What follows belongs to an exercise in optimizing a design on an open flow for small area, a short achievable clock period and few clock cycles; a production flow would make more cautious choices. Only simulation tests tie the RTL to the original design; equivalence was not proved.

==> flow/design.v (outline; a module is shown in full before it is edited, if it fits) <==
// module qadd: 44 lines
// module mfa: 4 lines
// module mha: 4 lines
// module mbsel: 3 lines
// module mxor: 3 lines
// module sqcs: 388 lines
// module mulcs: 1533 lines
// module xnew: 197 lines
// module ynew: 52 lines
// module escape: 100 lines
// module escape_time_mdbrot: 222 lines
module escape_time_mdbrot(input logic clk, input logic rst, input logic start,
                          input logic [12:0] max_iter, input logic [31:0] xmin, input logic [31:0] xmax, input logic [31:0] ymin, input logic [31:0] ymax, input logic [31:0] Xscale, input logic [31:0] Yscale,
                          output logic [7:0] vga_x, output logic [6:0] vga_y, output logic [2:0] vga_colour, output logic vga_plot,
                          output logic ready);
  // ...
==> flow/flow/run.sh <==
#!/bin/bash
# The standard layout, with the port buffers that buffer_ports inserts made
# plain buf_2 cells instead of the library's default pick (a delay buffer).
set -euo pipefail
export BUFFER_PORTS_ARGS="-buffer_cell sky130_fd_sc_hd__buf_2"
bash standard.sh > standard.log 2>&1
==> flow/standard.sh <==
#!/bin/bash
# synth_recipe.tcl (not shown) runs the flow's synth.tcl, then flattens the netlist and writes it again
# the make line also repeats each setting of config.mk as NAME=value (left out here)
make -C /OpenROAD-flow-scripts/flow DESIGN_CONFIG=/design/flow/config.mk WORK_HOME=/design/flow/orfs CLKGATE_MAP_FILE= SYNTH_SCRIPT=/design/flow/synth_recipe.tcl "${@:-finish}"
==> flow/config.mk <==
export PLATFORM = sky130hd
export DESIGN_NAME = escape_time_mdbrot
export DESIGN_NICKNAME = escape_time_mdbrot
export VERILOG_FILES = /design/flow/design.v
export SDC_FILE = /design/flow/constraint.sdc
export NUM_CORES = 4
export LEC_CHECK = 0
export CAP_MARGIN = 20
export CORE_MARGIN = 2
export CORE_UTILIZATION = 65
export PLACE_DENSITY = 0.75
export SLEW_MARGIN = 20
export SYNTH_HIERARCHICAL = 1
==> flow/constraint.sdc <==
create_clock -name core_clock -period 20.0 [get_ports {clk}]
set_input_delay 4.0000 -clock core_clock [delete_from_list [all_inputs] [get_ports {clk}]]
set_output_delay 4.0000 -clock core_clock [all_outputs]
set_load 0.01 [all_outputs]
==> results.sh, run 1 <==
export IMPL_die_w_um=283
export IMPL_rrSetupSlack_ns=14.32
export IMPL_worstSetupPathType="flip-flop to flip-flop"
export IMPL_fmax_ghz=0.176
export IMPL_worst_ep_required_time_ns=20.50
export IMPL_wl_met2_um=58700
export IMPL_fin_nets=5788
export IMPL_endpoint="neg1"
export IMPL_yosys_most_used_dff="dfxtp_1"
export IMPL_via_count=35400
export IMPL_synth_top_cells_by_area="fa_1 28%, dfxtp_1 21%, ha_1 6.7%"
export IMPL_status="no timing/DRC/antenna violations"
export IMPL_buffers=195
export IMPL_place_hpwl_um=90700
export IMPL_dp_slack_ns=14.55
export IMPL_num_clock_buffers=87
export IMPL_startpoint_type="flip-flop"
export IMPL_synth_top_area_share_pct=27.9
export IMPL_worst_slack_ns=14.32
export IMPL_clock_latency_ns=0.63
export IMPL_arrival_ns=6.18
export IMPL_largest_cell_class="multi-input combinational cells"
export IMPL_finalHoldViolations=0
export IMPL_inverters=110
export IMPL_clkSinkCount=589
export IMPL_multi_input_area_um2=36000
export IMPL_path_clk_slew_ns=0.06
export IMPL_fill_cells=5754
export IMPL_tns_ns=0
export IMPL_drc=0
export IMPL_syn_area_per_cell_um2=10.9
export IMPL_fin_area_um2=53600
export IMPL_grt_pass1_wl_um=207000
export IMPL_ctsResizeCount=0
export IMPL_dieHeight_um=283
export IMPL_ctsHoldBuffers=0
export IMPL_grt_ovfl_total=0
Testbench counts, summed over its fixed seeds: cycles 2,373,874.
==> inputs of run 2 (changes only) <==
--- a/flow/config.mk
+++ b/flow/config.mk
@@ -8,6 +8,8 @@
 export CAP_MARGIN = 20
 export CORE_MARGIN = 2
 export CORE_UTILIZATION = 65
+export CTS_CLUSTER_DIAMETER = 100
+export CTS_CLUSTER_SIZE = 22
 export PLACE_DENSITY = 0.75
 export SLEW_MARGIN = 20
 export SYNTH_HIERARCHICAL = 1
==> results.sh, run 2 <==
export IMPL_status="no timing/DRC/antenna violations"
export IMPL_hp_start="ys2[10]"
export IMPL_yosysSeqAreaShare_pct=24.6
export IMPL_die_w_um=283
export IMPL_clock_latency_ns=0.60
export IMPL_path_delay_family="compound AO/OA/AOI/OAI gates"
export IMPL_worst_ep_required_time_ns=20.47
export IMPL_drtIter0Drc=2658
export IMPL_holdCritPathClass="flip-flop to flip-flop"
export IMPL_dp_slack_ns=14.55
export IMPL_cts_setup_buffers=0
export IMPL_drt_first_pass_iters=5
export IMPL_ctsResizeCount=0
export IMPL_yosys_most_used_dff="dfxtp_1"
export IMPL_wl_met2_um=58000
export IMPL_hold_end="ys1[10]"
export IMPL_synth_top_area_share_pct=27.9
export IMPL_fin_nets=5756
export IMPL_synthTopCellsByCount="704 x fa_1, 523 x dfxtp_1, 428 x and2_1"
export IMPL_async_flop_share_pct=0
export IMPL_cts_tree="built"
export IMPL_cpMostUsedCell="xor2_1"
export IMPL_synthCells=4642
export IMPL_r2r_cells=13
export IMPL_yosysMostFrequentCell="fa_1"
export IMPL_synth_distinct_cells=108
export IMPL_tns_ns=0
export IMPL_drive_gt1_share_pct=9.84
export IMPL_via_count=35000
export IMPL_wl_per_cell_um=23.0
export IMPL_grt_max_degree=68
export IMPL_grt_pass1_vias=36000
export IMPL_period_share_pct=28.4
export IMPL_critPathSlowestCell="dfxtp_4"
export IMPL_final_cell_mix="704 x fa_1, 504 x dfxtp_1, 428 x and2_1"
export IMPL_layout_commonest_cell="fa_1"
export IMPL_synth_top_cells_by_area="fa_1 28%, dfxtp_1 21%, ha_1 6.7%"
export IMPL_worstSetupPathType="flip-flop to flip-flop"
export IMPL_clkSinkCount=589
export IMPL_clock_path_buffers=3
export IMPL_hold_depth=0
export IMPL_wl_met3_um=11900
export IMPL_worstMarginPinSlew_ns=1.22
export IMPL_worst_clock_skew_ns=0.0396
export IMPL_cp_cell_sequence="buf_4 > nor2b_1 > a21o_1 > xor2_1 > ha_1 > a21oi_1 > o21ai_1 > a311oi_1 > nand2_1 > a31oi_1 > o2111ai_1 > nand3_1 > xor2_1"
export IMPL_cts_max_level=2
export IMPL_pin_count=228
export IMPL_postLayoutCoreUtil_pct=67.9
export IMPL_wl_met1_um=55900
export IMPL_place_hpwl_um=90700
export IMPL_drc=0
export IMPL_syn_area_per_cell_um2=10.9
export IMPL_initial_core_util_pct=65.4
export IMPL_std_cell_rows=102
export IMPL_ctsHoldBuffers=0
export IMPL_wl_um=130000
export IMPL_ys_seq_elements=589
export IMPL_grtUsageTotal_pct=33.1
export IMPL_relSlewSlack_pct=18.0
export IMPL_endpoint_kind="flip-flop"
export IMPL_routabilityCongestion=0.929
export IMPL_yosys_area_top_type="fa_1"
export IMPL_critPathMaxFanout=54
export IMPL_critPathMaxStageDelay_ns=0.79
export IMPL_r2r_start="init"
export IMPL_antenna_found_initial=2
export IMPL_syn_area_um2=50500
export IMPL_path_clk_slew_ns=0.09
export IMPL_worst_slack_ns=14.32
export IMPL_slew_viol_final=0
export IMPL_rrSetupSlack_ns=14.32
export IMPL_viasPerCell=6.21
export IMPL_fmax_ghz=0.176
export IMPL_core_um2=77200
export IMPL_arrival_ns=6.15
export IMPL_dr_max_layer_used="met5"
export IMPL_critical_path_buf_inv_count=1
export IMPL_path_depth=13
export IMPL_r2r_end="neg1"
export IMPL_antenna_left=0
export IMPL_rsz0062_at_grt="no"
export IMPL_grt_ovfl_total=0
export IMPL_grt_pass1_wl_um=204000
export IMPL_setup_violations_final=0
export IMPL_portBuffers=117
export IMPL_synth_warnings=7
export IMPL_fp_dieArea_um2=80000
export IMPL_dieHeight_um=283
export IMPL_drv_cap=0
export IMPL_synth_edf_count=66
export IMPL_clockRootBuffer="clkbuf_16"
export IMPL_finalHoldViolations=0
export IMPL_startpoint_type="flip-flop"
export IMPL_cts_buffers=35
export IMPL_area_growth_pct=3.83
export IMPL_layout_min_cycle_time_ns=5.68
[run 2: cell types whose count changed in the layout (fill, tap and decap cells not counted), sizes merged]
cell	previous run	this run
inv	116	113
bufinv	2	1
clkinvlp	2	0
clkinv	24	4
clkbuf	87	49
[run 2: Yosys stat by module, one instance, submodules excluded, excerpt]
module              cells inside  cell area (µm²)
escape_time_mdbrot          2033            22300
mfa                            1             20.0
mulcs                        105              777
mha                            1             12.5
escape                        90              667
mbsel                          1             8.76
[run 2: worst max path at each step]
stage              end  startpoint  slack, ns
6_report          neg1        init      14.32
2_1_floorplan     xyc2       y1[1]      15.23
3_3_place_gp   two1[5]        init      14.62
3_5_place_dp      neg1        init      14.55
4_1_cts           neg1        init      14.47
5_1_grt           neg1        init      14.05
[run 2: through the flow]
step / instance area [µm²] / instances / hold WS, ns
4_1_cts: 52500 / 5633 / 0.310
3_5_place_dp: 51300 / 5576 / 0.312
2_1_floorplan: 50600 / 4666 / 0.310
5_1_grt: 52500 / 5633 / 0.322
6_report: 52500 / 5634 / 0.310
3_3_place_gp: 51300 / 5575 / 0.310
[run 2: cells by family (layout without fill, tap and decap cells)]
logic type | after synthesis | in the layout | share of synthesized area [%]
adder cells (fa/ha/maj) | 975 | 975 | 34.6
AND/OR/NAND/NOR | 1159 | 1159 | 12.4
buffers and inverters | 435 | 362 | 4.43
flip-flops | 589 | 589 | 24.6
XOR/XNOR | 471 | 471 | 8.18
AO/OA/AOI/OAI | 843 | 843 | 12.1
multiplexers | 164 | 164 | 3.52
other | 6 | 31 | 0.0446
[run 2: cell type report]
| class | instances | area [µm²] |
|---|---|---|
| Antenna cell | 1 | 2.50 |
| Clock buffer | 49 | 968 |
| Clock inverter | 8 | 150 |
| Fill cell | 5905 | 24800 |
| Inverter | 110 | 413 |
| Multi-Input combinational cell | 3642 | 36000 |
| Sequential cell | 589 | 12500 |
| Tap cell | 1040 | 1300 |
| Timing Repair Buffer | 195 | 1170 |
[run 2: routing by layer]
metal,up-vias,track usage [%]
li1,15600,-
met1,17600,46.5
met2,1602,51.9
met3,245,6.69
met4,4,10.1
met5,-,0

[port drivers added, routing unchanged]
The flow's constraints put no driver on any port. The routed layouts listed below were extracted and timed again, unchanged, in two steps.
Step 1 assumes that a clkbuf_16 drives the clock port and a buf_2 every other input.
Step 2 times the ports against the registers' clock, not the clock port: input delays grow and output delays shrink by t, the midpoint of the rising clock arrivals with the driver on.
a / b / c = ideal / step 1 / step 2; a / b = the first two.
run | t, ns | setup WS [ns] | clock arrival spread, ns | worst data-port slew with drivers (ns) | cell pins on the clock port's net
run 1 | 0.670 | 14.322 / 14.322 / 14.322 | 0.036 / 0.036 | 0.05 | 1
run 2 | 0.639 | 14.319 / 14.319 / 14.319 | 0.044 / 0.044 | 0.06 | 1
After both steps setup and hold are still met in every run listed.
